From an optimization exercise on the open Yosys and OpenROAD flow, aimed at small area and a short achievable clock period; shortcuts taken in it are not production practice.
RTL that was checked went through simulation tests only; none was proved equivalent to the original.
The RTL of run 1 was laid out without a check of its function.
Power figures rest on the tool's default switching activity, not on a simulated workload.

==> flow/design.v, too long to show whole: its modules and the start of the top module <==
// module mod3_1: 2401 lines
module mod3_1(
  input clk,
  input reset_n,
  input signed [22:0] a,
  input signed [22:0] b,
  input signed [16:0] c,
  output signed [39:0] y
);
  // ...
==> flow/flow/run.sh <==
#!/bin/bash
# Layout flow: the standard layout (standard.sh) with two changes:
#  1. synthesis runs Yosys's synth with -noabc, so the generic "abc -fast" pass does not
#     restructure the design's adder cells before extract_fa; everything else in the
#     synthesis script (synth_recipe.tcl and ORFS synth.tcl) is unchanged.
#  2. the port buffers that place inserts are sky130_fd_sc_hd__buf_1 (buffer_ports
#     -buffer_cell) instead of the cell buffer_ports picks by default.
set -euo pipefail
work=$PWD
sed 's/synth -nofsm -noshare {\*}\$args/synth -nofsm -noshare -noabc {*}$args/' \
  synth_recipe.tcl > flow_synth.tcl
grep -q -- '-noabc' flow_synth.tcl
bash standard.sh "SYNTH_SCRIPT=$work/flow_synth.tcl" \
  "BUFFER_PORTS_ARGS=-buffer_cell ${PORT_BUF:-sky130_fd_sc_hd__buf_1}" finish \
  > flow_make.log 2>&1
==> flow/standard.sh <==
#!/bin/bash
# synth_recipe.tcl (not shown) runs the flow's synth.tcl, then flattens the netlist and writes it again
# the make line also repeats each setting of config.mk as NAME=value (left out here)
make -C /OpenROAD-flow-scripts/flow DESIGN_CONFIG=/design/flow/config.mk WORK_HOME=/design/flow/orfs CLKGATE_MAP_FILE= SYNTH_SCRIPT=/design/flow/synth_recipe.tcl "${@:-finish}"
==> flow/config.mk <==
export PLATFORM = sky130hd
export DESIGN_NAME = mod3_1
export DESIGN_NICKNAME = mod3_1
export VERILOG_FILES = /design/flow/design.v
export SDC_FILE = /design/flow/constraint.sdc
export NUM_CORES = 4
export LEC_CHECK = 0
export ABC_AREA = 1
export CAP_MARGIN = 20
export CORE_MARGIN = 2
export CORE_UTILIZATION = 65
export CTS_BUF_LIST = sky130_fd_sc_hd__clkbuf_8
export SETUP_SLACK_MARGIN = 3.4
export SLEW_MARGIN = 70
==> flow/constraint.sdc <==
create_clock -name core_clock -period 7.0 [get_ports {clk}]
set_input_delay 1.4000 -clock core_clock [delete_from_list [all_inputs] [get_ports {clk}]]
set_output_delay 1.4000 -clock core_clock [all_outputs]
set_load 0.01 [all_outputs]
==> results.yml, run 1 <==
outcome:
  status: "no timing/DRC/antenna violations"
global_routing:
  overflow: 0
  grt_pass1_vias: 11410
  grt_use_met1_pct: 41.87
  met3_usage_pct: 6.115
critical_path:
  crit_end: "y[36]"
  cp_max_fo: 4
  cp_common_cell: "nand3_2"
  cp.arrival_ns: 2.12
  end_kind: "output port"
final_layout:
  final_common_cell: "xor2_1"
  finalNonFillerCells: 1950
  area_delta_synth_final_pct: 10.88
  antenna_cells: 0
  clock_buffers: 17
  seq-cell-share_pct: 19.12
  drive_gt1_share_pct: 15.15
  multi_input_area_share_pct: 67.74
min_path:
  min_path_type: "reg2reg"
  holdCritStartpoint: "d1n[0]"
sta:
  hold_ws_ns: 0.3250
  finalSetupViolations: 0
  drv_slew: 0
synthesis:
  syn_nets: 1968
  synthArstFlopShare_pct: 0
  synth_top_area_share_pct: 24.69
  synthAdderAreaFrac_pct: 33.46
pwr:
  vdd_drop_max_mv: 0.4418
  leakage_uw: 0.007242
  p_sw_share_pct: 49.96
  power.internal_uw: 4324
  p_per_area_nw_per_um2: 546.1
detailed_routing:
  first_pass_iters: 5
  wl_met2_um: 16410
  wire_per_inst_um: 18.17
clock_tree:
  cts_buffers: 17
  insertion_delay_ns: 0.47
  cts_max_level: 4
  postCtsSetupBuffers: 0
place:
  numPortBuffers: 104
floorplan:
  taps: 280
==> run 2: changes to the inputs <==
--- a/flow/design.v
+++ b/flow/design.v
@@ -744,50 +744,50 @@
   wire pg688;
   wire pp689;
   wire pg690;
   wire pp691;
   wire pg692;
   wire pp693;
   wire pg694;
   wire pp695;
-  wire ep696;
-  wire eg697;
-  wire ep698;
-  wire eg699;
-  wire ep700;
-  wire eg701;
-  wire ep702;
-  wire eg703;
-  wire ep704;
-  wire eg705;
-  wire ep706;
-  wire eg707;
-  wire ep708;
-  wire eg709;
-  wire ep710;
-  wire eg711;
-  wire ep712;
-  wire eg713;
-  wire ep714;
-  wire eg715;
-  wire ep716;
-  wire eg717;
-  wire ep718;
-  wire eg719;
-  wire ep720;
-  wire eg721;
-  wire ep722;
-  wire eg723;
-  wire ep724;
-  wire eg725;
-  wire ep726;
-  wire eg727;
-  wire ep728;
-  wire eg729;
+  wire pg696;
+  wire pp697;
+  wire pg698;
+  wire pp699;
+  wire pg700;
+  wire pp701;
+  wire pg702;
+  wire pp703;
+  wire pg704;
+  wire pp705;
+  wire pg706;
+  wire pp707;
+  wire pg708;
+  wire pp709;
+  wire pg710;
+  wire pp711;
+  wire pg712;
+  wire pp713;
+  wire pg714;
+  wire pp715;
+  wire pg716;
+  wire pp717;
+  wire pg718;
+  wire pp719;
+  wire pg720;
+  wire pp721;
+  wire pg722;
+  wire pp723;
+  wire pg724;
+  wire pp725;
+  wire pg726;
+  wire pp727;
+  wire pg728;
+  wire pp729;
   wire pg730;
   wire pp731;
   wire pg732;
   wire pp733;
   wire pg734;
   wire pp735;
   wire pg736;
   wire pp737;
@@ -962,126 +962,126 @@
   wire pg906;
   wire pp907;
   wire pg908;
   wire pp909;
   wire pg910;
   wire pp911;
   wire pg912;
   wire pp913;
-  wire pg914;
-  wire pp915;
-  wire pg916;
-  wire pp917;
-  wire pg918;
-  wire pp919;
-  wire pg920;
-  wire pp921;
-  wire pg922;
-  wire pp923;
-  wire pg924;
-  wire pp925;
-  wire pg926;
-  wire pp927;
-  wire pg928;
-  wire pp929;
-  wire pg930;
-  wire pp931;
-  wire pg932;
-  wire pp933;
-  wire pg934;
-  wire pp935;
-  wire pg936;
-  wire pp937;
-  wire pg938;
-  wire pp939;
-  wire pg940;
-  wire pp941;
-  wire pg942;
-  wire pp943;
-  wire pg944;
-  wire pp945;
-  wire pg946;
-  wire pp947;
-  wire cc948;
-  wire cc949;
-  wire cc950;
-  wire cc951;
-  wire cc952;
-  wire cc953;
-  wire cc954;
-  wire cc955;
-  wire cc956;
-  wire cc957;
-  wire cc958;
-  wire cc959;
-  wire cc960;
-  wire cc961;
-  wire cc962;
-  wire cc963;
-  wire cc964;
-  wire cc965;
-  wire cc966;
-  wire cc967;
-  wire cc968;
-  wire cc969;
-  wire cc970;
-  wire cc971;
-  wire cc972;
-  wire cc973;
-  wire cc974;
-  wire cc975;
+  wire cc914;
+  wire cc915;
+  wire cc916;
+  wire cc917;
+  wire cc918;
+  wire cc919;
+  wire cc920;
+  wire cc921;
+  wire cc922;
+  wire cc923;
+  wire cc924;
+  wire cc925;
+  wire cc926;
+  wire cc927;
+  wire cc928;
+  wire cc929;
+  wire cc930;
+  wire cc931;
+  wire cc932;
+  wire cc933;
+  wire cc934;
+  wire cc935;
+  wire cc936;
+  wire cc937;
+  wire cc938;
+  wire cc939;
+  wire cc940;
+  wire cc941;
+  wire sp942;
+  wire sg943;
+  wire sp944;
+  wire sg945;
+  wire sp946;
+  wire sg947;
+  wire sp948;
+  wire sg949;
+  wire sp950;
+  wire sg951;
+  wire sp952;
+  wire sg953;
+  wire sp954;
+  wire sg955;
+  wire sp956;
+  wire sg957;
+  wire sp958;
+  wire sg959;
+  wire sp960;
+  wire sg961;
+  wire sp962;
+  wire sg963;
+  wire sp964;
+  wire sg965;
+  wire sp966;
+  wire sg967;
+  wire sp968;
+  wire sg969;
+  wire sp970;
+  wire sg971;
+  wire sp972;
+  wire sg973;
+  wire sp974;
+  wire sg975;
   wire sp976;
   wire sg977;
   wire sp978;
   wire sg979;
   wire sp980;
   wire sg981;
   wire sp982;
   wire sg983;
   wire sp984;
   wire sg985;
   wire sp986;
   wire sg987;
   wire sp988;
   wire sg989;
-  wire sp990;
-  wire sg991;
-  wire sp992;
-  wire sg993;
-  wire sp994;
-  wire sg995;
-  wire sp996;
-  wire sg997;
-  wire sp998;
-  wire sg999;
-  wire sp1000;
-  wire sg1001;
-  wire sp1002;
-  wire sg1003;
-  wire sp1004;
-  wire sg1005;
-  wire sp1006;
-  wire sg1007;
-  wire sp1008;
-  wire sg1009;
-  wire sp1010;
-  wire sg1011;
-  wire sp1012;
-  wire sg1013;
-  wire sp1014;
-  wire sg1015;
-  wire sp1016;
-  wire sg1017;
-  wire sp1018;
-  wire sg1019;
-  wire sp1020;
-  wire sg1021;
-  wire sp1022;
-  wire sg1023;
+  wire pg990;
+  wire pp991;
+  wire pg992;
+  wire pp993;
+  wire pg994;
+  wire pp995;
+  wire pg996;
+  wire pp997;
+  wire pg998;
+  wire pp999;
+  wire pg1000;
+  wire pp1001;
+  wire pg1002;
+  wire pp1003;
+  wire pg1004;
+  wire pp1005;
+  wire pg1006;
+  wire pp1007;
+  wire pg1008;
+  wire pp1009;
+  wire pg1010;
+  wire pp1011;
+  wire pg1012;
+  wire pp1013;
+  wire pg1014;
+  wire pp1015;
+  wire pg1016;
+  wire pp1017;
+  wire pg1018;
+  wire pp1019;
+  wire pg1020;
+  wire pp1021;
+  wire pg1022;
+  wire pp1023;
   wire pg1024;
   wire pp1025;
   wire pg1026;
   wire pp1027;
   wire pg1028;
   wire pp1029;
   wire pg1030;
   wire pp1031;
@@ -1112,50 +1112,16 @@
   wire pg1056;
   wire pp1057;
   wire pg1058;
   wire pp1059;
   wire pg1060;
   wire pp1061;
   wire pg1062;
   wire pp1063;
-  wire pg1064;
-  wire pp1065;
-  wire pg1066;
-  wire pp1067;
-  wire pg1068;
-  wire pp1069;
-  wire pg1070;
-  wire pp1071;
-  wire pg1072;
-  wire pp1073;
-  wire pg1074;
-  wire pp1075;
-  wire pg1076;
-  wire pp1077;
-  wire pg1078;
-  wire pp1079;
-  wire pg1080;
-  wire pp1081;
-  wire pg1082;
-  wire pp1083;
-  wire pg1084;
-  wire pp1085;
-  wire pg1086;
-  wire pp1087;
-  wire pg1088;
-  wire pp1089;
-  wire pg1090;
-  wire pp1091;
-  wire pg1092;
-  wire pp1093;
-  wire pg1094;
-  wire pp1095;
-  wire pg1096;
-  wire pp1097;
   assign pp1 = ((one0 & ~d2n[0])) ^ neg0;
   assign pp2 = ((one0 & ~d2n[1]) | (two0 & ~d2n[0])) ^ neg0;
   assign pp3 = ((one0 & ~d2n[2]) | (two0 & ~d2n[1])) ^ neg0;
   assign pp4 = ((one0 & ~d2n[3]) | (two0 & ~d2n[2])) ^ neg0;
   assign pp5 = ((one0 & ~d2n[4]) | (two0 & ~d2n[3])) ^ neg0;
   assign pp6 = ((one0 & ~d2n[5]) | (two0 & ~d2n[4])) ^ neg0;
   assign pp7 = ((one0 & ~d2n[6]) | (two0 & ~d2n[5])) ^ neg0;
   assign pp8 = ((one0 & ~d2n[7]) | (two0 & ~d2n[6])) ^ neg0;
@@ -1777,162 +1743,162 @@
   assign s624 = s484 ^ co549 ^ s550;
   assign co625 = (s484 & co549) | (s484 & s550) | (co549 & s550);
   assign s626 = co485 ^ s552 ^ co551;
   assign co627 = (co485 & s552) | (co485 & co551) | (s552 & co551);
   assign s628 = pp199 ^ co553 ^ s554;
   assign co629 = (pp199 & co553) | (pp199 & s554) | (co553 & s554);
   assign s630 = ci233 ^ co555;
   assign co631 = ci233 & co555;
-  assign sp976 = ~(a[0] ^ b[0]);
-  assign sg977 = a[0] | ~b[0];
-  assign sp978 = ~(a[1] ^ b[1]);
-  assign sg979 = a[1] & ~b[1];
-  assign sp980 = ~(a[2] ^ b[2]);
-  assign sg981 = a[2] & ~b[2];
-  assign sp982 = ~(a[3] ^ b[3]);
-  assign sg983 = a[3] & ~b[3];
-  assign sp984 = ~(a[4] ^ b[4]);
-  assign sg985 = a[4] & ~b[4];
-  assign sp986 = ~(a[5] ^ b[5]);
-  assign sg987 = a[5] & ~b[5];
-  assign sp988 = ~(a[6] ^ b[6]);
-  assign sg989 = a[6] & ~b[6];
-  assign sp990 = ~(a[7] ^ b[7]);
-  assign sg991 = a[7] & ~b[7];
-  assign sp992 = ~(a[8] ^ b[8]);
-  assign sg993 = a[8] & ~b[8];
-  assign sp994 = ~(a[9] ^ b[9]);
-  assign sg995 = a[9] & ~b[9];
-  assign sp996 = ~(a[10] ^ b[10]);
-  assign sg997 = a[10] & ~b[10];
-  assign sp998 = ~(a[11] ^ b[11]);
-  assign sg999 = a[11] & ~b[11];
-  assign sp1000 = ~(a[12] ^ b[12]);
-  assign sg1001 = a[12] & ~b[12];
-  assign sp1002 = ~(a[13] ^ b[13]);
-  assign sg1003 = a[13] & ~b[13];
-  assign sp1004 = ~(a[14] ^ b[14]);
-  assign sg1005 = a[14] & ~b[14];
-  assign sp1006 = ~(a[15] ^ b[15]);
-  assign sg1007 = a[15] & ~b[15];
-  assign sp1008 = ~(a[16] ^ b[16]);
-  assign sg1009 = a[16] & ~b[16];
-  assign sp1010 = ~(a[17] ^ b[17]);
-  assign sg1011 = a[17] & ~b[17];
-  assign sp1012 = ~(a[18] ^ b[18]);
-  assign sg1013 = a[18] & ~b[18];
-  assign sp1014 = ~(a[19] ^ b[19]);
-  assign sg1015 = a[19] & ~b[19];
-  assign sp1016 = ~(a[20] ^ b[20]);
-  assign sg1017 = a[20] & ~b[20];
-  assign sp1018 = ~(a[21] ^ b[21]);
-  assign sg1019 = a[21] & ~b[21];
-  assign sp1020 = ~(a[22] ^ b[22]);
-  assign sg1021 = a[22] & ~b[22];
-  assign sp1022 = ~(a[22] ^ b[22]);
-  assign sg1023 = a[22] & ~b[22];
-  assign pg1024 = sg979 | (sp978 & sg977);
-  assign pp1025 = sp978 & sp976;
-  assign pg1026 = sg983 | (sp982 & sg981);
-  assign pp1027 = sp982 & sp980;
-  assign pg1028 = sg987 | (sp986 & sg985);
-  assign pp1029 = sp986 & sp984;
-  assign pg1030 = sg991 | (sp990 & sg989);
-  assign pp1031 = sp990 & sp988;
-  assign pg1032 = sg995 | (sp994 & sg993);
-  assign pp1033 = sp994 & sp992;
-  assign pg1034 = sg999 | (sp998 & sg997);
-  assign pp1035 = sp998 & sp996;
-  assign pg1036 = sg1003 | (sp1002 & sg1001);
-  assign pp1037 = sp1002 & sp1000;
-  assign pg1038 = sg1007 | (sp1006 & sg1005);
-  assign pp1039 = sp1006 & sp1004;
-  assign pg1040 = sg1011 | (sp1010 & sg1009);
-  assign pp1041 = sp1010 & sp1008;
-  assign pg1042 = sg1015 | (sp1014 & sg1013);
-  assign pp1043 = sp1014 & sp1012;
-  assign pg1044 = sg1019 | (sp1018 & sg1017);
-  assign pp1045 = sp1018 & sp1016;
-  assign pg1046 = pg1026 | (pp1027 & pg1024);
-  assign pp1047 = pp1027 & pp1025;
-  assign pg1048 = pg1030 | (pp1031 & pg1028);
-  assign pp1049 = pp1031 & pp1029;
-  assign pg1050 = pg1034 | (pp1035 & pg1032);
-  assign pp1051 = pp1035 & pp1033;
-  assign pg1052 = pg1038 | (pp1039 & pg1036);
-  assign pp1053 = pp1039 & pp1037;
-  assign pg1054 = pg1042 | (pp1043 & pg1040);
-  assign pp1055 = pp1043 & pp1041;
-  assign pg1056 = pg1048 | (pp1049 & pg1046);
-  assign pp1057 = pp1049 & pp1047;
-  assign pg1058 = pg1052 | (pp1053 & pg1050);
-  assign pp1059 = pp1053 & pp1051;
-  assign pg1060 = pg1058 | (pp1059 & pg1056);
-  assign pp1061 = pp1059 & pp1057;
-  assign pg1062 = pg1050 | (pp1051 & pg1056);
-  assign pp1063 = pp1051 & pp1057;
-  assign pg1064 = pg1054 | (pp1055 & pg1060);
-  assign pp1065 = pp1055 & pp1061;
-  assign pg1066 = pg1028 | (pp1029 & pg1046);
-  assign pp1067 = pp1029 & pp1047;
-  assign pg1068 = pg1032 | (pp1033 & pg1056);
-  assign pp1069 = pp1033 & pp1057;
-  assign pg1070 = pg1036 | (pp1037 & pg1062);
-  assign pp1071 = pp1037 & pp1063;
-  assign pg1072 = pg1040 | (pp1041 & pg1060);
-  assign pp1073 = pp1041 & pp1061;
-  assign pg1074 = pg1044 | (pp1045 & pg1064);
-  assign pp1075 = pp1045 & pp1065;
-  assign pg1076 = sg981 | (sp980 & pg1024);
-  assign pp1077 = sp980 & pp1025;
-  assign pg1078 = sg985 | (sp984 & pg1046);
-  assign pp1079 = sp984 & pp1047;
-  assign pg1080 = sg989 | (sp988 & pg1066);
-  assign pp1081 = sp988 & pp1067;
-  assign pg1082 = sg993 | (sp992 & pg1056);
-  assign pp1083 = sp992 & pp1057;
-  assign pg1084 = sg997 | (sp996 & pg1068);
-  assign pp1085 = sp996 & pp1069;
-  assign pg1086 = sg1001 | (sp1000 & pg1062);
-  assign pp1087 = sp1000 & pp1063;
-  assign pg1088 = sg1005 | (sp1004 & pg1070);
-  assign pp1089 = sp1004 & pp1071;
-  assign pg1090 = sg1009 | (sp1008 & pg1060);
-  assign pp1091 = sp1008 & pp1061;
-  assign pg1092 = sg1013 | (sp1012 & pg1072);
-  assign pp1093 = sp1012 & pp1073;
-  assign pg1094 = sg1017 | (sp1016 & pg1064);
-  assign pp1095 = sp1016 & pp1065;
-  assign pg1096 = sg1021 | (sp1020 & pg1074);
-  assign pp1097 = sp1020 & pp1075;
-  assign dsub[0] = ~sp976;
-  assign dsub[1] = sp978 ^ sg977;
-  assign dsub[2] = sp980 ^ pg1024;
-  assign dsub[3] = sp982 ^ pg1076;
-  assign dsub[4] = sp984 ^ pg1046;
-  assign dsub[5] = sp986 ^ pg1078;
-  assign dsub[6] = sp988 ^ pg1066;
-  assign dsub[7] = sp990 ^ pg1080;
-  assign dsub[8] = sp992 ^ pg1056;
-  assign dsub[9] = sp994 ^ pg1082;
-  assign dsub[10] = sp996 ^ pg1068;
-  assign dsub[11] = sp998 ^ pg1084;
-  assign dsub[12] = sp1000 ^ pg1062;
-  assign dsub[13] = sp1002 ^ pg1086;
-  assign dsub[14] = sp1004 ^ pg1070;
-  assign dsub[15] = sp1006 ^ pg1088;
-  assign dsub[16] = sp1008 ^ pg1060;
-  assign dsub[17] = sp1010 ^ pg1090;
-  assign dsub[18] = sp1012 ^ pg1072;
-  assign dsub[19] = sp1014 ^ pg1092;
-  assign dsub[20] = sp1016 ^ pg1064;
-  assign dsub[21] = sp1018 ^ pg1094;
-  assign dsub[22] = sp1020 ^ pg1074;
-  assign dsub[23] = sp1022 ^ pg1096;
+  assign sp942 = ~(a[0] ^ b[0]);
+  assign sg943 = a[0] | ~b[0];
+  assign sp944 = ~(a[1] ^ b[1]);
+  assign sg945 = a[1] & ~b[1];
+  assign sp946 = ~(a[2] ^ b[2]);
+  assign sg947 = a[2] & ~b[2];
+  assign sp948 = ~(a[3] ^ b[3]);
+  assign sg949 = a[3] & ~b[3];
+  assign sp950 = ~(a[4] ^ b[4]);
+  assign sg951 = a[4] & ~b[4];
+  assign sp952 = ~(a[5] ^ b[5]);
+  assign sg953 = a[5] & ~b[5];
+  assign sp954 = ~(a[6] ^ b[6]);
+  assign sg955 = a[6] & ~b[6];
+  assign sp956 = ~(a[7] ^ b[7]);
+  assign sg957 = a[7] & ~b[7];
+  assign sp958 = ~(a[8] ^ b[8]);
+  assign sg959 = a[8] & ~b[8];
+  assign sp960 = ~(a[9] ^ b[9]);
+  assign sg961 = a[9] & ~b[9];
+  assign sp962 = ~(a[10] ^ b[10]);
+  assign sg963 = a[10] & ~b[10];
+  assign sp964 = ~(a[11] ^ b[11]);
+  assign sg965 = a[11] & ~b[11];
+  assign sp966 = ~(a[12] ^ b[12]);
+  assign sg967 = a[12] & ~b[12];
+  assign sp968 = ~(a[13] ^ b[13]);
+  assign sg969 = a[13] & ~b[13];
+  assign sp970 = ~(a[14] ^ b[14]);
+  assign sg971 = a[14] & ~b[14];
+  assign sp972 = ~(a[15] ^ b[15]);
+  assign sg973 = a[15] & ~b[15];
+  assign sp974 = ~(a[16] ^ b[16]);
+  assign sg975 = a[16] & ~b[16];
+  assign sp976 = ~(a[17] ^ b[17]);
+  assign sg977 = a[17] & ~b[17];
+  assign sp978 = ~(a[18] ^ b[18]);
+  assign sg979 = a[18] & ~b[18];
+  assign sp980 = ~(a[19] ^ b[19]);
+  assign sg981 = a[19] & ~b[19];
+  assign sp982 = ~(a[20] ^ b[20]);
+  assign sg983 = a[20] & ~b[20];
+  assign sp984 = ~(a[21] ^ b[21]);
+  assign sg985 = a[21] & ~b[21];
+  assign sp986 = ~(a[22] ^ b[22]);
+  assign sg987 = a[22] & ~b[22];
+  assign sp988 = ~(a[22] ^ b[22]);
+  assign sg989 = a[22] & ~b[22];
+  assign pg990 = sg945 | (sp944 & sg943);
+  assign pp991 = sp944 & sp942;
+  assign pg992 = sg949 | (sp948 & sg947);
+  assign pp993 = sp948 & sp946;
+  assign pg994 = sg953 | (sp952 & sg951);
+  assign pp995 = sp952 & sp950;
+  assign pg996 = sg957 | (sp956 & sg955);
+  assign pp997 = sp956 & sp954;
+  assign pg998 = sg961 | (sp960 & sg959);
+  assign pp999 = sp960 & sp958;
+  assign pg1000 = sg965 | (sp964 & sg963);
+  assign pp1001 = sp964 & sp962;
+  assign pg1002 = sg969 | (sp968 & sg967);
+  assign pp1003 = sp968 & sp966;
+  assign pg1004 = sg973 | (sp972 & sg971);
+  assign pp1005 = sp972 & sp970;
+  assign pg1006 = sg977 | (sp976 & sg975);
+  assign pp1007 = sp976 & sp974;
+  assign pg1008 = sg981 | (sp980 & sg979);
+  assign pp1009 = sp980 & sp978;
+  assign pg1010 = sg985 | (sp984 & sg983);
+  assign pp1011 = sp984 & sp982;
+  assign pg1012 = pg992 | (pp993 & pg990);
+  assign pp1013 = pp993 & pp991;
+  assign pg1014 = pg996 | (pp997 & pg994);
+  assign pp1015 = pp997 & pp995;
+  assign pg1016 = pg1000 | (pp1001 & pg998);
+  assign pp1017 = pp1001 & pp999;
+  assign pg1018 = pg1004 | (pp1005 & pg1002);
+  assign pp1019 = pp1005 & pp1003;
+  assign pg1020 = pg1008 | (pp1009 & pg1006);
+  assign pp1021 = pp1009 & pp1007;
+  assign pg1022 = pg1014 | (pp1015 & pg1012);
+  assign pp1023 = pp1015 & pp1013;
+  assign pg1024 = pg1018 | (pp1019 & pg1016);
+  assign pp1025 = pp1019 & pp1017;
+  assign pg1026 = pg1024 | (pp1025 & pg1022);
+  assign pp1027 = pp1025 & pp1023;
+  assign pg1028 = pg1016 | (pp1017 & pg1022);
+  assign pp1029 = pp1017 & pp1023;
+  assign pg1030 = pg1020 | (pp1021 & pg1026);
+  assign pp1031 = pp1021 & pp1027;
+  assign pg1032 = pg994 | (pp995 & pg1012);
+  assign pp1033 = pp995 & pp1013;
+  assign pg1034 = pg998 | (pp999 & pg1022);
+  assign pp1035 = pp999 & pp1023;
+  assign pg1036 = pg1002 | (pp1003 & pg1028);
+  assign pp1037 = pp1003 & pp1029;
+  assign pg1038 = pg1006 | (pp1007 & pg1026);
+  assign pp1039 = pp1007 & pp1027;
+  assign pg1040 = pg1010 | (pp1011 & pg1030);
+  assign pp1041 = pp1011 & pp1031;
+  assign pg1042 = sg947 | (sp946 & pg990);
+  assign pp1043 = sp946 & pp991;
+  assign pg1044 = sg951 | (sp950 & pg1012);
+  assign pp1045 = sp950 & pp1013;
+  assign pg1046 = sg955 | (sp954 & pg1032);
+  assign pp1047 = sp954 & pp1033;
+  assign pg1048 = sg959 | (sp958 & pg1022);
+  assign pp1049 = sp958 & pp1023;
+  assign pg1050 = sg963 | (sp962 & pg1034);
+  assign pp1051 = sp962 & pp1035;
+  assign pg1052 = sg967 | (sp966 & pg1028);
+  assign pp1053 = sp966 & pp1029;
+  assign pg1054 = sg971 | (sp970 & pg1036);
+  assign pp1055 = sp970 & pp1037;
+  assign pg1056 = sg975 | (sp974 & pg1026);
+  assign pp1057 = sp974 & pp1027;
+  assign pg1058 = sg979 | (sp978 & pg1038);
+  assign pp1059 = sp978 & pp1039;
+  assign pg1060 = sg983 | (sp982 & pg1030);
+  assign pp1061 = sp982 & pp1031;
+  assign pg1062 = sg987 | (sp986 & pg1040);
+  assign pp1063 = sp986 & pp1041;
+  assign dsub[0] = ~sp942;
+  assign dsub[1] = sp944 ^ sg943;
+  assign dsub[2] = sp946 ^ pg990;
+  assign dsub[3] = sp948 ^ pg1042;
+  assign dsub[4] = sp950 ^ pg1012;
+  assign dsub[5] = sp952 ^ pg1044;
+  assign dsub[6] = sp954 ^ pg1032;
+  assign dsub[7] = sp956 ^ pg1046;
+  assign dsub[8] = sp958 ^ pg1022;
+  assign dsub[9] = sp960 ^ pg1048;
+  assign dsub[10] = sp962 ^ pg1034;
+  assign dsub[11] = sp964 ^ pg1050;
+  assign dsub[12] = sp966 ^ pg1028;
+  assign dsub[13] = sp968 ^ pg1052;
+  assign dsub[14] = sp970 ^ pg1036;
+  assign dsub[15] = sp972 ^ pg1054;
+  assign dsub[16] = sp974 ^ pg1026;
+  assign dsub[17] = sp976 ^ pg1056;
+  assign dsub[18] = sp978 ^ pg1038;
+  assign dsub[19] = sp980 ^ pg1058;
+  assign dsub[20] = sp982 ^ pg1030;
+  assign dsub[21] = sp984 ^ pg1060;
+  assign dsub[22] = sp986 ^ pg1040;
+  assign dsub[23] = sp988 ^ pg1062;
   assign fp632 = neg0 ^ pp1;
   assign fg633 = neg0 & pp1;
   assign fp634 = pp2;
   assign fg635 = 1'b0;
   assign fp636 = s556 ^ pp26;
   assign fg637 = s556 & pp26;
   assign fp638 = co557 ^ s558;
   assign fg639 = co557 & s558;
@@ -2011,383 +1977,349 @@
   assign h0_d[1] = co577 ^ s578;
   assign h1_d[1] = co577 & s578;
   assign h0_d[2] = co579 ^ s580;
   assign h1_d[2] = co579 & s580;
   assign h0_d[3] = co581 ^ s582;
   assign h1_d[3] = co581 & s582;
   assign h0_d[4] = co583 ^ s584;
   assign h1_d[4] = co583 & s584;
-  assign h0_d[5] = co585;
-  assign h1_d[5] = s586;
-  assign h0_d[6] = co587;
-  assign h1_d[6] = s588;
-  assign h0_d[7] = co589;
-  assign h1_d[7] = s590;
-  assign h0_d[8] = co591;
-  assign h1_d[8] = s592;
-  assign h0_d[9] = co593;
-  assign h1_d[9] = s594;
-  assign h0_d[10] = co595;
-  assign h1_d[10] = s596;
-  assign h0_d[11] = co597;
-  assign h1_d[11] = s598;
-  assign h0_d[12] = co599;
-  assign h1_d[12] = s600;
-  assign h0_d[13] = co601;
-  assign h1_d[13] = s602;
-  assign h0_d[14] = co603;
-  assign h1_d[14] = s604;
-  assign h0_d[15] = co605;
-  assign h1_d[15] = s606;
-  assign h0_d[16] = co607;
-  assign h1_d[16] = s608;
-  assign h0_d[17] = co609;
-  assign h1_d[17] = s610;
-  assign h0_d[18] = co611;
-  assign h1_d[18] = s612;
-  assign h0_d[19] = co613;
-  assign h1_d[19] = s614;
-  assign h0_d[20] = co615;
-  assign h1_d[20] = s616;
-  assign h0_d[21] = co617;
-  assign h1_d[21] = s618;
+  assign h0_d[5] = co585 ^ s586;
+  assign h1_d[5] = co585 & s586;
+  assign h0_d[6] = co587 ^ s588;
+  assign h1_d[6] = co587 & s588;
+  assign h0_d[7] = co589 ^ s590;
+  assign h1_d[7] = co589 & s590;
+  assign h0_d[8] = co591 ^ s592;
+  assign h1_d[8] = co591 & s592;
+  assign h0_d[9] = co593 ^ s594;
+  assign h1_d[9] = co593 & s594;
+  assign h0_d[10] = co595 ^ s596;
+  assign h1_d[10] = co595 & s596;
+  assign h0_d[11] = co597 ^ s598;
+  assign h1_d[11] = co597 & s598;
+  assign h0_d[12] = co599 ^ s600;
+  assign h1_d[12] = co599 & s600;
+  assign h0_d[13] = co601 ^ s602;
+  assign h1_d[13] = co601 & s602;
+  assign h0_d[14] = co603 ^ s604;
+  assign h1_d[14] = co603 & s604;
+  assign h0_d[15] = co605 ^ s606;
+  assign h1_d[15] = co605 & s606;
+  assign h0_d[16] = co607 ^ s608;
+  assign h1_d[16] = co607 & s608;
+  assign h0_d[17] = co609 ^ s610;
+  assign h1_d[17] = co609 & s610;
+  assign h0_d[18] = co611 ^ s612;
+  assign h1_d[18] = co611 & s612;
+  assign h0_d[19] = co613 ^ s614;
+  assign h1_d[19] = co613 & s614;
+  assign h0_d[20] = co615 ^ s616;
+  assign h1_d[20] = co615 & s616;
+  assign h0_d[21] = co617 ^ s618;
+  assign h1_d[21] = co617 & s618;
   assign h0_d[22] = co619 ^ s620;
   assign h1_d[22] = co619 & s620;
   assign h0_d[23] = co621 ^ s622;
   assign h1_d[23] = co621 & s622;
   assign h0_d[24] = co623 ^ s624;
   assign h1_d[24] = co623 & s624;
   assign h0_d[25] = co625 ^ s626;
   assign h1_d[25] = co625 & s626;
   assign h0_d[26] = co627 ^ s628;
   assign h1_d[26] = co627 & s628;
   assign h0_d[27] = co629 ^ s630;
   assign h1_d[27] = co629 & s630;
-  assign ep696 = h0[5] ^ h1[5];
-  assign eg697 = h0[5] & h1[5];
-  assign ep698 = h0[6] ^ h1[6];
-  assign eg699 = h0[6] & h1[6];
-  assign ep700 = h0[7] ^ h1[7];
-  assign eg701 = h0[7] & h1[7];
-  assign ep702 = h0[8] ^ h1[8];
-  assign eg703 = h0[8] & h1[8];
-  assign ep704 = h0[9] ^ h1[9];
-  assign eg705 = h0[9] & h1[9];
-  assign ep706 = h0[10] ^ h1[10];
-  assign eg707 = h0[10] & h1[10];
-  assign ep708 = h0[11] ^ h1[11];
-  assign eg709 = h0[11] & h1[11];
-  assign ep710 = h0[12] ^ h1[12];
-  assign eg711 = h0[12] & h1[12];
-  assign ep712 = h0[13] ^ h1[13];
-  assign eg713 = h0[13] & h1[13];
-  assign ep714 = h0[14] ^ h1[14];
-  assign eg715 = h0[14] & h1[14];
-  assign ep716 = h0[15] ^ h1[15];
-  assign eg717 = h0[15] & h1[15];
-  assign ep718 = h0[16] ^ h1[16];
-  assign eg719 = h0[16] & h1[16];
-  assign ep720 = h0[17] ^ h1[17];
-  assign eg721 = h0[17] & h1[17];
-  assign ep722 = h0[18] ^ h1[18];
-  assign eg723 = h0[18] & h1[18];
-  assign ep724 = h0[19] ^ h1[19];
-  assign eg725 = h0[19] & h1[19];
-  assign ep726 = h0[20] ^ h1[20];
-  assign eg727 = h0[20] & h1[20];
-  assign ep728 = h0[21] ^ h1[21];
-  assign eg729 = h0[21] & h1[21];
-  assign pg730 = h1[1] | (h0[1] & h1[0]);
-  assign pp731 = h0[1] & h0[0];
-  assign pg732 = h1[2] | (h0[2] & h1[1]);
-  assign pp733 = h0[2] & h0[1];
-  assign pg734 = h1[3] | (h0[3] & h1[2]);
-  assign pp735 = h0[3] & h0[2];
-  assign pg736 = h1[4] | (h0[4] & h1[3]);
-  assign pp737 = h0[4] & h0[3];
-  assign pg738 = eg697 | (ep696 & h1[4]);
-  assign pp739 = ep696 & h0[4];
-  assign pg740 = eg699 | (ep698 & eg697);
-  assign pp741 = ep698 & ep696;
-  assign pg742 = eg701 | (ep700 & eg699);
-  assign pp743 = ep700 & ep698;
-  assign pg744 = eg703 | (ep702 & eg701);
-  assign pp745 = ep702 & ep700;
-  assign pg746 = eg705 | (ep704 & eg703);
-  assign pp747 = ep704 & ep702;
-  assign pg748 = eg707 | (ep706 & eg705);
-  assign pp749 = ep706 & ep704;
-  assign pg750 = eg709 | (ep708 & eg707);
-  assign pp751 = ep708 & ep706;
-  assign pg752 = eg711 | (ep710 & eg709);
-  assign pp753 = ep710 & ep708;
-  assign pg754 = eg713 | (ep712 & eg711);
-  assign pp755 = ep712 & ep710;
-  assign pg756 = eg715 | (ep714 & eg713);
-  assign pp757 = ep714 & ep712;
-  assign pg758 = eg717 | (ep716 & eg715);
-  assign pp759 = ep716 & ep714;
-  assign pg760 = eg719 | (ep718 & eg717);
-  assign pp761 = ep718 & ep716;
-  assign pg762 = eg721 | (ep720 & eg719);
-  assign pp763 = ep720 & ep718;
-  assign pg764 = eg723 | (ep722 & eg721);
-  assign pp765 = ep722 & ep720;
-  assign pg766 = eg725 | (ep724 & eg723);
-  assign pp767 = ep724 & ep722;
-  assign pg768 = eg727 | (ep726 & eg725);
-  assign pp769 = ep726 & ep724;
-  assign pg770 = eg729 | (ep728 & eg727);
-  assign pp771 = ep728 & ep726;
-  assign pg772 = h1[22] | (h0[22] & eg729);
-  assign pp773 = h0[22] & ep728;
-  assign pg774 = h1[23] | (h0[23] & h1[22]);
-  assign pp775 = h0[23] & h0[22];
-  assign pg776 = h1[24] | (h0[24] & h1[23]);
-  assign pp777 = h0[24] & h0[23];
-  assign pg778 = h1[25] | (h0[25] & h1[24]);
-  assign pp779 = h0[25] & h0[24];
-  assign pg780 = h1[26] | (h0[26] & h1[25]);
-  assign pp781 = h0[26] & h0[25];
-  assign pg782 = h1[27] | (h0[27] & h1[26]);
-  assign pp783 = h0[27] & h0[26];
-  assign pg784 = pg732 | (pp733 & h1[0]);
-  assign pp785 = pp733 & h0[0];
+  assign pg696 = h1[1] | (h0[1] & h1[0]);
+  assign pp697 = h0[1] & h0[0];
+  assign pg698 = h1[2] | (h0[2] & h1[1]);
+  assign pp699 = h0[2] & h0[1];
+  assign pg700 = h1[3] | (h0[3] & h1[2]);
+  assign pp701 = h0[3] & h0[2];
+  assign pg702 = h1[4] | (h0[4] & h1[3]);
+  assign pp703 = h0[4] & h0[3];
+  assign pg704 = h1[5] | (h0[5] & h1[4]);
+  assign pp705 = h0[5] & h0[4];
+  assign pg706 = h1[6] | (h0[6] & h1[5]);
+  assign pp707 = h0[6] & h0[5];
+  assign pg708 = h1[7] | (h0[7] & h1[6]);
+  assign pp709 = h0[7] & h0[6];
+  assign pg710 = h1[8] | (h0[8] & h1[7]);
+  assign pp711 = h0[8] & h0[7];
+  assign pg712 = h1[9] | (h0[9] & h1[8]);
+  assign pp713 = h0[9] & h0[8];
+  assign pg714 = h1[10] | (h0[10] & h1[9]);
+  assign pp715 = h0[10] & h0[9];
+  assign pg716 = h1[11] | (h0[11] & h1[10]);
+  assign pp717 = h0[11] & h0[10];
+  assign pg718 = h1[12] | (h0[12] & h1[11]);
+  assign pp719 = h0[12] & h0[11];
+  assign pg720 = h1[13] | (h0[13] & h1[12]);
+  assign pp721 = h0[13] & h0[12];
+  assign pg722 = h1[14] | (h0[14] & h1[13]);
+  assign pp723 = h0[14] & h0[13];
+  assign pg724 = h1[15] | (h0[15] & h1[14]);
+  assign pp725 = h0[15] & h0[14];
+  assign pg726 = h1[16] | (h0[16] & h1[15]);
+  assign pp727 = h0[16] & h0[15];
+  assign pg728 = h1[17] | (h0[17] & h1[16]);
+  assign pp729 = h0[17] & h0[16];
+  assign pg730 = h1[18] | (h0[18] & h1[17]);
+  assign pp731 = h0[18] & h0[17];
+  assign pg732 = h1[19] | (h0[19] & h1[18]);
+  assign pp733 = h0[19] & h0[18];
+  assign pg734 = h1[20] | (h0[20] & h1[19]);
+  assign pp735 = h0[20] & h0[19];
+  assign pg736 = h1[21] | (h0[21] & h1[20]);
+  assign pp737 = h0[21] & h0[20];
+  assign pg738 = h1[22] | (h0[22] & h1[21]);
+  assign pp739 = h0[22] & h0[21];
+  assign pg740 = h1[23] | (h0[23] & h1[22]);
+  assign pp741 = h0[23] & h0[22];
+  assign pg742 = h1[24] | (h0[24] & h1[23]);
+  assign pp743 = h0[24] & h0[23];
+  assign pg744 = h1[25] | (h0[25] & h1[24]);
+  assign pp745 = h0[25] & h0[24];
+  assign pg746 = h1[26] | (h0[26] & h1[25]);
+  assign pp747 = h0[26] & h0[25];
+  assign pg748 = h1[27] | (h0[27] & h1[26]);
+  assign pp749 = h0[27] & h0[26];
+  assign pg750 = pg698 | (pp699 & h1[0]);
+  assign pp751 = pp699 & h0[0];
+  assign pg752 = pg700 | (pp701 & pg696);
+  assign pp753 = pp701 & pp697;
+  assign pg754 = pg702 | (pp703 & pg698);
+  assign pp755 = pp703 & pp699;
+  assign pg756 = pg704 | (pp705 & pg700);
+  assign pp757 = pp705 & pp701;
+  assign pg758 = pg706 | (pp707 & pg702);
+  assign pp759 = pp707 & pp703;
+  assign pg760 = pg708 | (pp709 & pg704);
+  assign pp761 = pp709 & pp705;
+  assign pg762 = pg710 | (pp711 & pg706);
+  assign pp763 = pp711 & pp707;
+  assign pg764 = pg712 | (pp713 & pg708);
+  assign pp765 = pp713 & pp709;
+  assign pg766 = pg714 | (pp715 & pg710);
+  assign pp767 = pp715 & pp711;
+  assign pg768 = pg716 | (pp717 & pg712);
+  assign pp769 = pp717 & pp713;
+  assign pg770 = pg718 | (pp719 & pg714);
+  assign pp771 = pp719 & pp715;
+  assign pg772 = pg720 | (pp721 & pg716);
+  assign pp773 = pp721 & pp717;
+  assign pg774 = pg722 | (pp723 & pg718);
+  assign pp775 = pp723 & pp719;
+  assign pg776 = pg724 | (pp725 & pg720);
+  assign pp777 = pp725 & pp721;
+  assign pg778 = pg726 | (pp727 & pg722);
+  assign pp779 = pp727 & pp723;
+  assign pg780 = pg728 | (pp729 & pg724);
+  assign pp781 = pp729 & pp725;
+  assign pg782 = pg730 | (pp731 & pg726);
+  assign pp783 = pp731 & pp727;
+  assign pg784 = pg732 | (pp733 & pg728);
+  assign pp785 = pp733 & pp729;
   assign pg786 = pg734 | (pp735 & pg730);
   assign pp787 = pp735 & pp731;
   assign pg788 = pg736 | (pp737 & pg732);
   assign pp789 = pp737 & pp733;
   assign pg790 = pg738 | (pp739 & pg734);
   assign pp791 = pp739 & pp735;
   assign pg792 = pg740 | (pp741 & pg736);
   assign pp793 = pp741 & pp737;
   assign pg794 = pg742 | (pp743 & pg738);
   assign pp795 = pp743 & pp739;
   assign pg796 = pg744 | (pp745 & pg740);
   assign pp797 = pp745 & pp741;
   assign pg798 = pg746 | (pp747 & pg742);
   assign pp799 = pp747 & pp743;
   assign pg800 = pg748 | (pp749 & pg744);
   assign pp801 = pp749 & pp745;
-  assign pg802 = pg750 | (pp751 & pg746);
-  assign pp803 = pp751 & pp747;
-  assign pg804 = pg752 | (pp753 & pg748);
-  assign pp805 = pp753 & pp749;
-  assign pg806 = pg754 | (pp755 & pg750);
-  assign pp807 = pp755 & pp751;
-  assign pg808 = pg756 | (pp757 & pg752);
-  assign pp809 = pp757 & pp753;
-  assign pg810 = pg758 | (pp759 & pg754);
-  assign pp811 = pp759 & pp755;
-  assign pg812 = pg760 | (pp761 & pg756);
-  assign pp813 = pp761 & pp757;
-  assign pg814 = pg762 | (pp763 & pg758);
-  assign pp815 = pp763 & pp759;
-  assign pg816 = pg764 | (pp765 & pg760);
-  assign pp817 = pp765 & pp761;
-  assign pg818 = pg766 | (pp767 & pg762);
-  assign pp819 = pp767 & pp763;
-  assign pg820 = pg768 | (pp769 & pg764);
-  assign pp821 = pp769 & pp765;
-  assign pg822 = pg770 | (pp771 & pg766);
-  assign pp823 = pp771 & pp767;
-  assign pg824 = pg772 | (pp773 & pg768);
-  assign pp825 = pp773 & pp769;
-  assign pg826 = pg774 | (pp775 & pg770);
-  assign pp827 = pp775 & pp771;
-  assign pg828 = pg776 | (pp777 & pg772);
-  assign pp829 = pp777 & pp773;
-  assign pg830 = pg778 | (pp779 & pg774);
-  assign pp831 = pp779 & pp775;
-  assign pg832 = pg780 | (pp781 & pg776);
-  assign pp833 = pp781 & pp777;
-  assign pg834 = pg782 | (pp783 & pg778);
-  assign pp835 = pp783 & pp779;
-  assign pg836 = pg788 | (pp789 & h1[0]);
-  assign pp837 = pp789 & h0[0];
-  assign pg838 = pg790 | (pp791 & pg730);
-  assign pp839 = pp791 & pp731;
+  assign pg802 = pg754 | (pp755 & h1[0]);
+  assign pp803 = pp755 & h0[0];
+  assign pg804 = pg756 | (pp757 & pg696);
+  assign pp805 = pp757 & pp697;
+  assign pg806 = pg758 | (pp759 & pg750);
+  assign pp807 = pp759 & pp751;
+  assign pg808 = pg760 | (pp761 & pg752);
+  assign pp809 = pp761 & pp753;
+  assign pg810 = pg762 | (pp763 & pg754);
+  assign pp811 = pp763 & pp755;
+  assign pg812 = pg764 | (pp765 & pg756);
+  assign pp813 = pp765 & pp757;
+  assign pg814 = pg766 | (pp767 & pg758);
+  assign pp815 = pp767 & pp759;
+  assign pg816 = pg768 | (pp769 & pg760);
+  assign pp817 = pp769 & pp761;
+  assign pg818 = pg770 | (pp771 & pg762);
+  assign pp819 = pp771 & pp763;
+  assign pg820 = pg772 | (pp773 & pg764);
+  assign pp821 = pp773 & pp765;
+  assign pg822 = pg774 | (pp775 & pg766);
+  assign pp823 = pp775 & pp767;
+  assign pg824 = pg776 | (pp777 & pg768);
+  assign pp825 = pp777 & pp769;
+  assign pg826 = pg778 | (pp779 & pg770);
+  assign pp827 = pp779 & pp771;
+  assign pg828 = pg780 | (pp781 & pg772);
+  assign pp829 = pp781 & pp773;
+  assign pg830 = pg782 | (pp783 & pg774);
+  assign pp831 = pp783 & pp775;
+  assign pg832 = pg784 | (pp785 & pg776);
+  assign pp833 = pp785 & pp777;
+  assign pg834 = pg786 | (pp787 & pg778);
+  assign pp835 = pp787 & pp779;
+  assign pg836 = pg788 | (pp789 & pg780);
+  assign pp837 = pp789 & pp781;
+  assign pg838 = pg790 | (pp791 & pg782);
+  assign pp839 = pp791 & pp783;
   assign pg840 = pg792 | (pp793 & pg784);
   assign pp841 = pp793 & pp785;
   assign pg842 = pg794 | (pp795 & pg786);
   assign pp843 = pp795 & pp787;
   assign pg844 = pg796 | (pp797 & pg788);
   assign pp845 = pp797 & pp789;
   assign pg846 = pg798 | (pp799 & pg790);
   assign pp847 = pp799 & pp791;
   assign pg848 = pg800 | (pp801 & pg792);
   assign pp849 = pp801 & pp793;
-  assign pg850 = pg802 | (pp803 & pg794);
-  assign pp851 = pp803 & pp795;
-  assign pg852 = pg804 | (pp805 & pg796);
-  assign pp853 = pp805 & pp797;
-  assign pg854 = pg806 | (pp807 & pg798);
-  assign pp855 = pp807 & pp799;
-  assign pg856 = pg808 | (pp809 & pg800);
-  assign pp857 = pp809 & pp801;
-  assign pg858 = pg810 | (pp811 & pg802);
-  assign pp859 = pp811 & pp803;
-  assign pg860 = pg812 | (pp813 & pg804);
-  assign pp861 = pp813 & pp805;
-  assign pg862 = pg814 | (pp815 & pg806);
-  assign pp863 = pp815 & pp807;
-  assign pg864 = pg816 | (pp817 & pg808);
-  assign pp865 = pp817 & pp809;
-  assign pg866 = pg818 | (pp819 & pg810);
-  assign pp867 = pp819 & pp811;
-  assign pg868 = pg820 | (pp821 & pg812);
-  assign pp869 = pp821 & pp813;
-  assign pg870 = pg822 | (pp823 & pg814);
-  assign pp871 = pp823 & pp815;
-  assign pg872 = pg824 | (pp825 & pg816);
-  assign pp873 = pp825 & pp817;
-  assign pg874 = pg826 | (pp827 & pg818);
-  assign pp875 = pp827 & pp819;
-  assign pg876 = pg828 | (pp829 & pg820);
-  assign pp877 = pp829 & pp821;
-  assign pg878 = pg830 | (pp831 & pg822);
-  assign pp879 = pp831 & pp823;
-  assign pg880 = pg832 | (pp833 & pg824);
-  assign pp881 = pp833 & pp825;
-  assign pg882 = pg834 | (pp835 & pg826);
-  assign pp883 = pp835 & pp827;
-  assign pg884 = pg844 | (pp845 & h1[0]);
-  assign pp885 = pp845 & h0[0];
-  assign pg886 = pg846 | (pp847 & pg730);
-  assign pp887 = pp847 & pp731;
-  assign pg888 = pg848 | (pp849 & pg784);
-  assign pp889 = pp849 & pp785;
-  assign pg890 = pg850 | (pp851 & pg786);
-  assign pp891 = pp851 & pp787;
-  assign pg892 = pg852 | (pp853 & pg836);
-  assign pp893 = pp853 & pp837;
-  assign pg894 = pg854 | (pp855 & pg838);
-  assign pp895 = pp855 & pp839;
-  assign pg896 = pg856 | (pp857 & pg840);
-  assign pp897 = pp857 & pp841;
-  assign pg898 = pg858 | (pp859 & pg842);
-  assign pp899 = pp859 & pp843;
-  assign pg900 = pg860 | (pp861 & pg844);
-  assign pp901 = pp861 & pp845;
-  assign pg902 = pg862 | (pp863 & pg846);
-  assign pp903 = pp863 & pp847;
-  assign pg904 = pg864 | (pp865 & pg848);
-  assign pp905 = pp865 & pp849;
-  assign pg906 = pg866 | (pp867 & pg850);
-  assign pp907 = pp867 & pp851;
-  assign pg908 = pg868 | (pp869 & pg852);
-  assign pp909 = pp869 & pp853;
-  assign pg910 = pg870 | (pp871 & pg854);
-  assign pp911 = pp871 & pp855;
-  assign pg912 = pg872 | (pp873 & pg856);
-  assign pp913 = pp873 & pp857;
-  assign pg914 = pg874 | (pp875 & pg858);
-  assign pp915 = pp875 & pp859;
-  assign pg916 = pg876 | (pp877 & pg860);
-  assign pp917 = pp877 & pp861;
-  assign pg918 = pg878 | (pp879 & pg862);
-  assign pp919 = pp879 & pp863;
-  assign pg920 = pg880 | (pp881 & pg864);
-  assign pp921 = pp881 & pp865;
-  assign pg922 = pg882 | (pp883 & pg866);
-  assign pp923 = pp883 & pp867;
-  assign pg924 = pg900 | (pp901 & h1[0]);
-  assign pp925 = pp901 & h0[0];
-  assign pg926 = pg902 | (pp903 & pg730);
-  assign pp927 = pp903 & pp731;
-  assign pg928 = pg904 | (pp905 & pg784);
-  assign pp929 = pp905 & pp785;
-  assign pg930 = pg906 | (pp907 & pg786);
-  assign pp931 = pp907 & pp787;
-  assign pg932 = pg908 | (pp909 & pg836);
-  assign pp933 = pp909 & pp837;
-  assign pg934 = pg910 | (pp911 & pg838);
-  assign pp935 = pp911 & pp839;
-  assign pg936 = pg912 | (pp913 & pg840);
-  assign pp937 = pp913 & pp841;
-  assign pg938 = pg914 | (pp915 & pg842);
-  assign pp939 = pp915 & pp843;
-  assign pg940 = pg916 | (pp917 & pg884);
-  assign pp941 = pp917 & pp885;
-  assign pg942 = pg918 | (pp919 & pg886);
-  assign pp943 = pp919 & pp887;
-  assign pg944 = pg920 | (pp921 & pg888);
-  assign pp945 = pp921 & pp889;
-  assign pg946 = pg922 | (pp923 & pg890);
-  assign pp947 = pp923 & pp891;
-  assign cc948 = h1[0] | (h0[0] & cyq);
-  assign cc949 = pg730 | (pp731 & cyq);
-  assign cc950 = pg784 | (pp785 & cyq);
-  assign cc951 = pg786 | (pp787 & cyq);
-  assign cc952 = pg836 | (pp837 & cyq);
-  assign cc953 = pg838 | (pp839 & cyq);
-  assign cc954 = pg840 | (pp841 & cyq);
-  assign cc955 = pg842 | (pp843 & cyq);
-  assign cc956 = pg884 | (pp885 & cyq);
-  assign cc957 = pg886 | (pp887 & cyq);
-  assign cc958 = pg888 | (pp889 & cyq);
-  assign cc959 = pg890 | (pp891 & cyq);
-  assign cc960 = pg892 | (pp893 & cyq);
-  assign cc961 = pg894 | (pp895 & cyq);
-  assign cc962 = pg896 | (pp897 & cyq);
-  assign cc963 = pg898 | (pp899 & cyq);
-  assign cc964 = pg924 | (pp925 & cyq);
-  assign cc965 = pg926 | (pp927 & cyq);
-  assign cc966 = pg928 | (pp929 & cyq);
-  assign cc967 = pg930 | (pp931 & cyq);
-  assign cc968 = pg932 | (pp933 & cyq);
-  assign cc969 = pg934 | (pp935 & cyq);
-  assign cc970 = pg936 | (pp937 & cyq);
-  assign cc971 = pg938 | (pp939 & cyq);
-  assign cc972 = pg940 | (pp941 & cyq);
-  assign cc973 = pg942 | (pp943 & cyq);
-  assign cc974 = pg944 | (pp945 & cyq);
-  assign cc975 = pg946 | (pp947 & cyq);
+  assign pg850 = pg810 | (pp811 & h1[0]);
+  assign pp851 = pp811 & h0[0];
+  assign pg852 = pg812 | (pp813 & pg696);
+  assign pp853 = pp813 & pp697;
+  assign pg854 = pg814 | (pp815 & pg750);
+  assign pp855 = pp815 & pp751;
+  assign pg856 = pg816 | (pp817 & pg752);
+  assign pp857 = pp817 & pp753;
+  assign pg858 = pg818 | (pp819 & pg802);
+  assign pp859 = pp819 & pp803;
+  assign pg860 = pg820 | (pp821 & pg804);
+  assign pp861 = pp821 & pp805;
+  assign pg862 = pg822 | (pp823 & pg806);
+  assign pp863 = pp823 & pp807;
+  assign pg864 = pg824 | (pp825 & pg808);
+  assign pp865 = pp825 & pp809;
+  assign pg866 = pg826 | (pp827 & pg810);
+  assign pp867 = pp827 & pp811;
+  assign pg868 = pg828 | (pp829 & pg812);
+  assign pp869 = pp829 & pp813;
+  assign pg870 = pg830 | (pp831 & pg814);
+  assign pp871 = pp831 & pp815;
+  assign pg872 = pg832 | (pp833 & pg816);
+  assign pp873 = pp833 & pp817;
+  assign pg874 = pg834 | (pp835 & pg818);
+  assign pp875 = pp835 & pp819;
+  assign pg876 = pg836 | (pp837 & pg820);
+  assign pp877 = pp837 & pp821;
+  assign pg878 = pg838 | (pp839 & pg822);
+  assign pp879 = pp839 & pp823;
+  assign pg880 = pg840 | (pp841 & pg824);
+  assign pp881 = pp841 & pp825;
+  assign pg882 = pg842 | (pp843 & pg826);
+  assign pp883 = pp843 & pp827;
+  assign pg884 = pg844 | (pp845 & pg828);
+  assign pp885 = pp845 & pp829;
+  assign pg886 = pg846 | (pp847 & pg830);
+  assign pp887 = pp847 & pp831;
+  assign pg888 = pg848 | (pp849 & pg832);
+  assign pp889 = pp849 & pp833;
+  assign pg890 = pg866 | (pp867 & h1[0]);
+  assign pp891 = pp867 & h0[0];
+  assign pg892 = pg868 | (pp869 & pg696);
+  assign pp893 = pp869 & pp697;
+  assign pg894 = pg870 | (pp871 & pg750);
+  assign pp895 = pp871 & pp751;
+  assign pg896 = pg872 | (pp873 & pg752);
+  assign pp897 = pp873 & pp753;
+  assign pg898 = pg874 | (pp875 & pg802);
+  assign pp899 = pp875 & pp803;
+  assign pg900 = pg876 | (pp877 & pg804);
+  assign pp901 = pp877 & pp805;
+  assign pg902 = pg878 | (pp879 & pg806);
+  assign pp903 = pp879 & pp807;
+  assign pg904 = pg880 | (pp881 & pg808);
+  assign pp905 = pp881 & pp809;
+  assign pg906 = pg882 | (pp883 & pg850);
+  assign pp907 = pp883 & pp851;
+  assign pg908 = pg884 | (pp885 & pg852);
+  assign pp909 = pp885 & pp853;
+  assign pg910 = pg886 | (pp887 & pg854);
+  assign pp911 = pp887 & pp855;
+  assign pg912 = pg888 | (pp889 & pg856);
+  assign pp913 = pp889 & pp857;
+  assign cc914 = h1[0] | (h0[0] & cyq);
+  assign cc915 = pg696 | (pp697 & cyq);
+  assign cc916 = pg750 | (pp751 & cyq);
+  assign cc917 = pg752 | (pp753 & cyq);
+  assign cc918 = pg802 | (pp803 & cyq);
+  assign cc919 = pg804 | (pp805 & cyq);
+  assign cc920 = pg806 | (pp807 & cyq);
+  assign cc921 = pg808 | (pp809 & cyq);
+  assign cc922 = pg850 | (pp851 & cyq);
+  assign cc923 = pg852 | (pp853 & cyq);
+  assign cc924 = pg854 | (pp855 & cyq);
+  assign cc925 = pg856 | (pp857 & cyq);
+  assign cc926 = pg858 | (pp859 & cyq);
+  assign cc927 = pg860 | (pp861 & cyq);
+  assign cc928 = pg862 | (pp863 & cyq);
+  assign cc929 = pg864 | (pp865 & cyq);
+  assign cc930 = pg890 | (pp891 & cyq);
+  assign cc931 = pg892 | (pp893 & cyq);
+  assign cc932 = pg894 | (pp895 & cyq);
+  assign cc933 = pg896 | (pp897 & cyq);
+  assign cc934 = pg898 | (pp899 & cyq);
+  assign cc935 = pg900 | (pp901 & cyq);
+  assign cc936 = pg902 | (pp903 & cyq);
+  assign cc937 = pg904 | (pp905 & cyq);
+  assign cc938 = pg906 | (pp907 & cyq);
+  assign cc939 = pg908 | (pp909 & cyq);
+  assign cc940 = pg910 | (pp911 & cyq);
+  assign cc941 = pg912 | (pp913 & cyq);
   wire [39:0] sum;
   assign sum[0] = ylo[0];
   assign sum[1] = ylo[1];
   assign sum[2] = ylo[2];
   assign sum[3] = ylo[3];
   assign sum[4] = ylo[4];
   assign sum[5] = ylo[5];
   assign sum[6] = ylo[6];
   assign sum[7] = ylo[7];
   assign sum[8] = ylo[8];
   assign sum[9] = ylo[9];
   assign sum[10] = ylo[10];
   assign sum[11] = ylo[11];
   assign sum[12] = h0[0] ^ cyq;
-  assign sum[13] = h0[1] ^ cc948;
-  assign sum[14] = h0[2] ^ cc949;
-  assign sum[15] = h0[3] ^ cc950;
-  assign sum[16] = h0[4] ^ cc951;
-  assign sum[17] = ep696 ^ cc952;
-  assign sum[18] = ep698 ^ cc953;
-  assign sum[19] = ep700 ^ cc954;
-  assign sum[20] = ep702 ^ cc955;
-  assign sum[21] = ep704 ^ cc956;
-  assign sum[22] = ep706 ^ cc957;
-  assign sum[23] = ep708 ^ cc958;
-  assign sum[24] = ep710 ^ cc959;
-  assign sum[25] = ep712 ^ cc960;
-  assign sum[26] = ep714 ^ cc961;
-  assign sum[27] = ep716 ^ cc962;
-  assign sum[28] = ep718 ^ cc963;
-  assign sum[29] = ep720 ^ cc964;
-  assign sum[30] = ep722 ^ cc965;
-  assign sum[31] = ep724 ^ cc966;
-  assign sum[32] = ep726 ^ cc967;
-  assign sum[33] = ep728 ^ cc968;
-  assign sum[34] = h0[22] ^ cc969;
-  assign sum[35] = h0[23] ^ cc970;
-  assign sum[36] = h0[24] ^ cc971;
-  assign sum[37] = h0[25] ^ cc972;
-  assign sum[38] = h0[26] ^ cc973;
-  assign sum[39] = h0[27] ^ cc974;
+  assign sum[13] = h0[1] ^ cc914;
+  assign sum[14] = h0[2] ^ cc915;
+  assign sum[15] = h0[3] ^ cc916;
+  assign sum[16] = h0[4] ^ cc917;
+  assign sum[17] = h0[5] ^ cc918;
+  assign sum[18] = h0[6] ^ cc919;
+  assign sum[19] = h0[7] ^ cc920;
+  assign sum[20] = h0[8] ^ cc921;
+  assign sum[21] = h0[9] ^ cc922;
+  assign sum[22] = h0[10] ^ cc923;
+  assign sum[23] = h0[11] ^ cc924;
+  assign sum[24] = h0[12] ^ cc925;
+  assign sum[25] = h0[13] ^ cc926;
+  assign sum[26] = h0[14] ^ cc927;
+  assign sum[27] = h0[15] ^ cc928;
+  assign sum[28] = h0[16] ^ cc929;
+  assign sum[29] = h0[17] ^ cc930;
+  assign sum[30] = h0[18] ^ cc931;
+  assign sum[31] = h0[19] ^ cc932;
+  assign sum[32] = h0[20] ^ cc933;
+  assign sum[33] = h0[21] ^ cc934;
+  assign sum[34] = h0[22] ^ cc935;
+  assign sum[35] = h0[23] ^ cc936;
+  assign sum[36] = h0[24] ^ cc937;
+  assign sum[37] = h0[25] ^ cc938;
+  assign sum[38] = h0[26] ^ cc939;
+  assign sum[39] = h0[27] ^ cc940;
   assign y = sum & {40{~kq}};
   always @(posedge clk) begin
     d1n <= ~dsub;
     r1q <= ~reset_n;
     d2n <= d1n;
     f1q <= ~reset_n | r1q;
     onen_q <= ~one_w;
     twon_q <= ~two_w;
--- a/flow/config.mk
+++ b/flow/config.mk
@@ -5,10 +5,9 @@
 export SDC_FILE = /design/flow/constraint.sdc
 export NUM_CORES = 4
 export LEC_CHECK = 0
 export ABC_AREA = 1
 export CAP_MARGIN = 20
 export CORE_MARGIN = 2
 export CORE_UTILIZATION = 65
 export CTS_BUF_LIST = sky130_fd_sc_hd__clkbuf_8
-export SETUP_SLACK_MARGIN = 3.4
 export SLEW_MARGIN = 70
==> run 2 against run 1 <==
Still clean on timing, DRC and antenna; clock skew is 0.0066 ns lower; utilization is 2.9 points lower; via count down 2.2%; clock-buffer cell count unchanged; final area is 4.0% lower; sequential power grew 3%; synthesized cell count is 1.5% lower; wire length down 3.0%; final cell count is 2.1% lower.
==> results.yml, run 2 <==
floorplan:
  dieArea_um2: 23160
  ios: 105
  coreArea_um2: 21690
  die_y_um: 152.2
  rows: 54
  dieWidth_um: 152.2
  initial_core_util_pct: 65.82
outcome:
  status: "no timing/DRC/antenna violations"
clock_tree:
  cts_resized: 0
  cts_max_level: 4
  cts_tree: "done"
  root_buffer: "clkbuf_8"
  numClockSinks: 145
  cts_buffer_depth: 2
  insertion_delay_ns: 0.47
  cts_buffers: 17
  holdBufCountCts: 0
  clk_pin_slew_ns: 0.09
  postCtsSetupBuffers: 0
sta:
  finalSetupTns_ns: 0
  tightest_slew_ns: 0.4411
  fmax_ghz: 0.2749
  finalSetupViolations: 0
  skew_ns: 0.02271
  timing.final.crit_share_pct: 51.97
  grt_setup_unrepaired: "false"
  drv_slew: 0
  slew_headroom_pct: 70.59
  hold_viol_final: 0
  finalCriticalPeriod_ns: 3.638
detailed_routing:
  drc_errors: 0
  vias: 11020
  drt_iter0_drc: 1009
  wire_per_inst_um: 18.00
  first_pass_iters: 6
  post_drt_via_cell_ratio: 5.771
  totalWireLength_um: 34360
  ant_nets: 0
place:
  numPortBuffers: 104
  post-dp-hpwl_um: 25610
  postPlaceCellArea_um2: 14720
  gp_congestion: 0.8817
critical_path:
  worstSetupStartpointType: "register"
  cp.arrival_ns: 2.24
  cp_max_fo: 5
  required_ns: 5.60
  end_kind: "output port"
  crit_type: "reg2out"
synthesis:
  synthTopCellsByArea: "fa_1 25%, dfxtp_1 20%, xor2_1 14%"
  synthCells: 1603
  synth.most_common_cell: "xor2_1"
  ys_seq_area_share_pct: 20.33
  synth-seq-cells: 145
  synth-edff-count: 0
  synth_area_leader_cell: "fa_1"
  synth_top_area_share_pct: 24.68
  syn_nets: 1944
  syn_area_um2: 14280
  synth-main-ff-cell: "dfxtp_1"
  syn_area_per_cell_um2: 8.906
  yosys_warnings: 1
  netlist_top_cells_count: "233 x xor2_1, 184 x o22ai_1, 176 x fa_1, 172 x nand2_1, 161 x inv_1"
  yosysUniqueCellTypes: 41
  synthArstFlopShare_pct: 0
pwr:
  p_per_area_nw_per_um2: 546.5
  pwr-share-seq_pct: 20.8
  p_sw_uw: 4080
  p_clk_share_pct: 8.1
  power.internal_uw: 4222
  vdd_drop_max_mv: 0.3341
  p_sw_share_pct: 49.14
  power_frac_comb_pct: 71.1
  leakage_uw: 0.006925
global_routing:
  grt_max_degree: 27
  antenna_found_initial: 0
  grt_usage_pct: 30.40
  grt_pass1_wl_um: 56840
  grt_pass1_vias: 11060
  overflow: 0
final_layout:
  final_area_um2: 15190
  largest_reg_flops: 28
  nNetsFinal: 1957
  largestRegisters: "h0: 28 flops, h1: 27 flops"
  largest_register: "h0"
  area_delta_synth_final_pct: 6.407
  mostFrequentLayoutCells: "231 x xor2_1, 184 x o22ai_1, 176 x fa_1"
  final_common_cell: "xor2_1"
  drive_gt1_share_pct: 9.024
  antenna_cells: 0
  fillers: 1762
min_path:
  min_path_type: "reg2reg"
run:
  cap_violations: 0
==> run 2: layer usage <==
| layer | share of wire (%) | vias to the layer above | GRT usage [%] | routed length, um |
|---|---|---|---|---|
| li1 | - | 5211 | - | - |
| met1 | 44 | 5184 | 42.54 | 15270 |
| met2 | 44 | 548 | 46.83 | 15180 |
| met3 | 9.2 | 73 | 7.537 | 3149 |
| met4 | 2.2 | 0 | 9.924 | 757 |
| met5 | 0 | - | 0 | 0 |
==> run 2: cell type report <==
cell class                      count  area (um^2)  share of cell area, %
Timing Repair Buffer              114        508.0                  3.344
Tap cell                          280        350.3                  2.306
Clock buffer                       17        234.0                  1.540
Clock inverter                     15        186.4                  1.227
Inverter                          169        635.6                  4.184
Multi-Input combinational cell   1169        10260                  67.56
Sequential cell                   145         3013                  19.83
==> run 2: metrics by stage <==
step                instances  total power, uW  util, %  hold slack [ns]  setup WS (ns)
floorplan                1603             5933        -           0.3096          3.455
global placement         1876             7250    67.29           0.3097          3.203
detailed placement       1877             7612    67.85           0.3120          3.236
CTS                      1909             8348    69.79           0.3217          3.294
global route             1909             9401    70.04           0.3305          3.159
finish                   1909             8302    70.04           0.3237          3.362
==> run 2: cells by family (layout without fill, tap and decap cells) <==
family,Yosys count,in the layout,share of synthesized area [%]
AO/OA/AOI/OAI,289,289,12.35
XOR/XNOR,246,246,15.09
adder cells (fa/ha/maj),276,276,33.44
buffers and inverters,289,315,7.879
flip-flops,145,145,20.33
multiplexers,2,2,0.1577
AND/OR/NAND/NOR,356,356,10.74
==> run 2: worst paths after layout <==
path,start,end,cells past startpoint,slack [ns]
worst max-delay path,h0[13],y[38],12,3.36
worst min-delay path,d1n[6],d2n[6],0,0.32
worst max register to register,d2n[18],h0[14],10,3.42
worst min register to register,d1n[6],d2n[6],0,0.32
==> run 2: power by group through the flow <==
stage	logic (uW)	clock network [uW]	registers [uW]
floorplan	4500	0	1430
global placement	5530	0	1720
detailed placement	5880	0	1730
CTS	5940	699	1710
global route	6910	730	1760
finish	5900	676	1720
==> run 2: worst max-delay path: stages (launching register included) <==
cell	delay, ns
dfxtp_1	0.39
nand2_2	0.15
inv_1	0.05
nand2_1	0.06
nand2_1	0.06
nand2_1	0.07
nand2_1	0.07
a21oi_1	0.25
nand3_1	0.28
nand2_1	0.12
nand2_1	0.05
nor2_1	0.09
buf_1	0.15

## port drivers added, routing unchanged
How much do the figures lean on ideal ports? The routed layouts below were timed once more, with nothing changed but the port constraints.
Step 1: set_driving_cell puts a clkbuf_16 on clk and a buf_2 on each other input, an assumption about the parent block.
Step 2 adds t to the input delays and takes it off the output delays; t is the mean of the earliest and latest rising clock arrival at the registers after step 1. Input paths then give back, and output paths get back, about the clock's delay inside the block.
Three values: no drivers, after step 1, after step 2; two values: the first two.
run	t (ns)	setup WS [ns]	worst setup path after step 2	clock arrival spread, ns
run 1	0.506	3.483 / 3.437 / 3.342	input to register	0.029 / 0.029
run 2	0.507	3.362 / 3.316 / 3.285	input to register	0.023 / 0.022
After both steps every run listed still meets setup and hold. For run 1, which loses most, drivers alone change the setup slack by -0.046 ns; drivers and shift together by -0.141 ns.
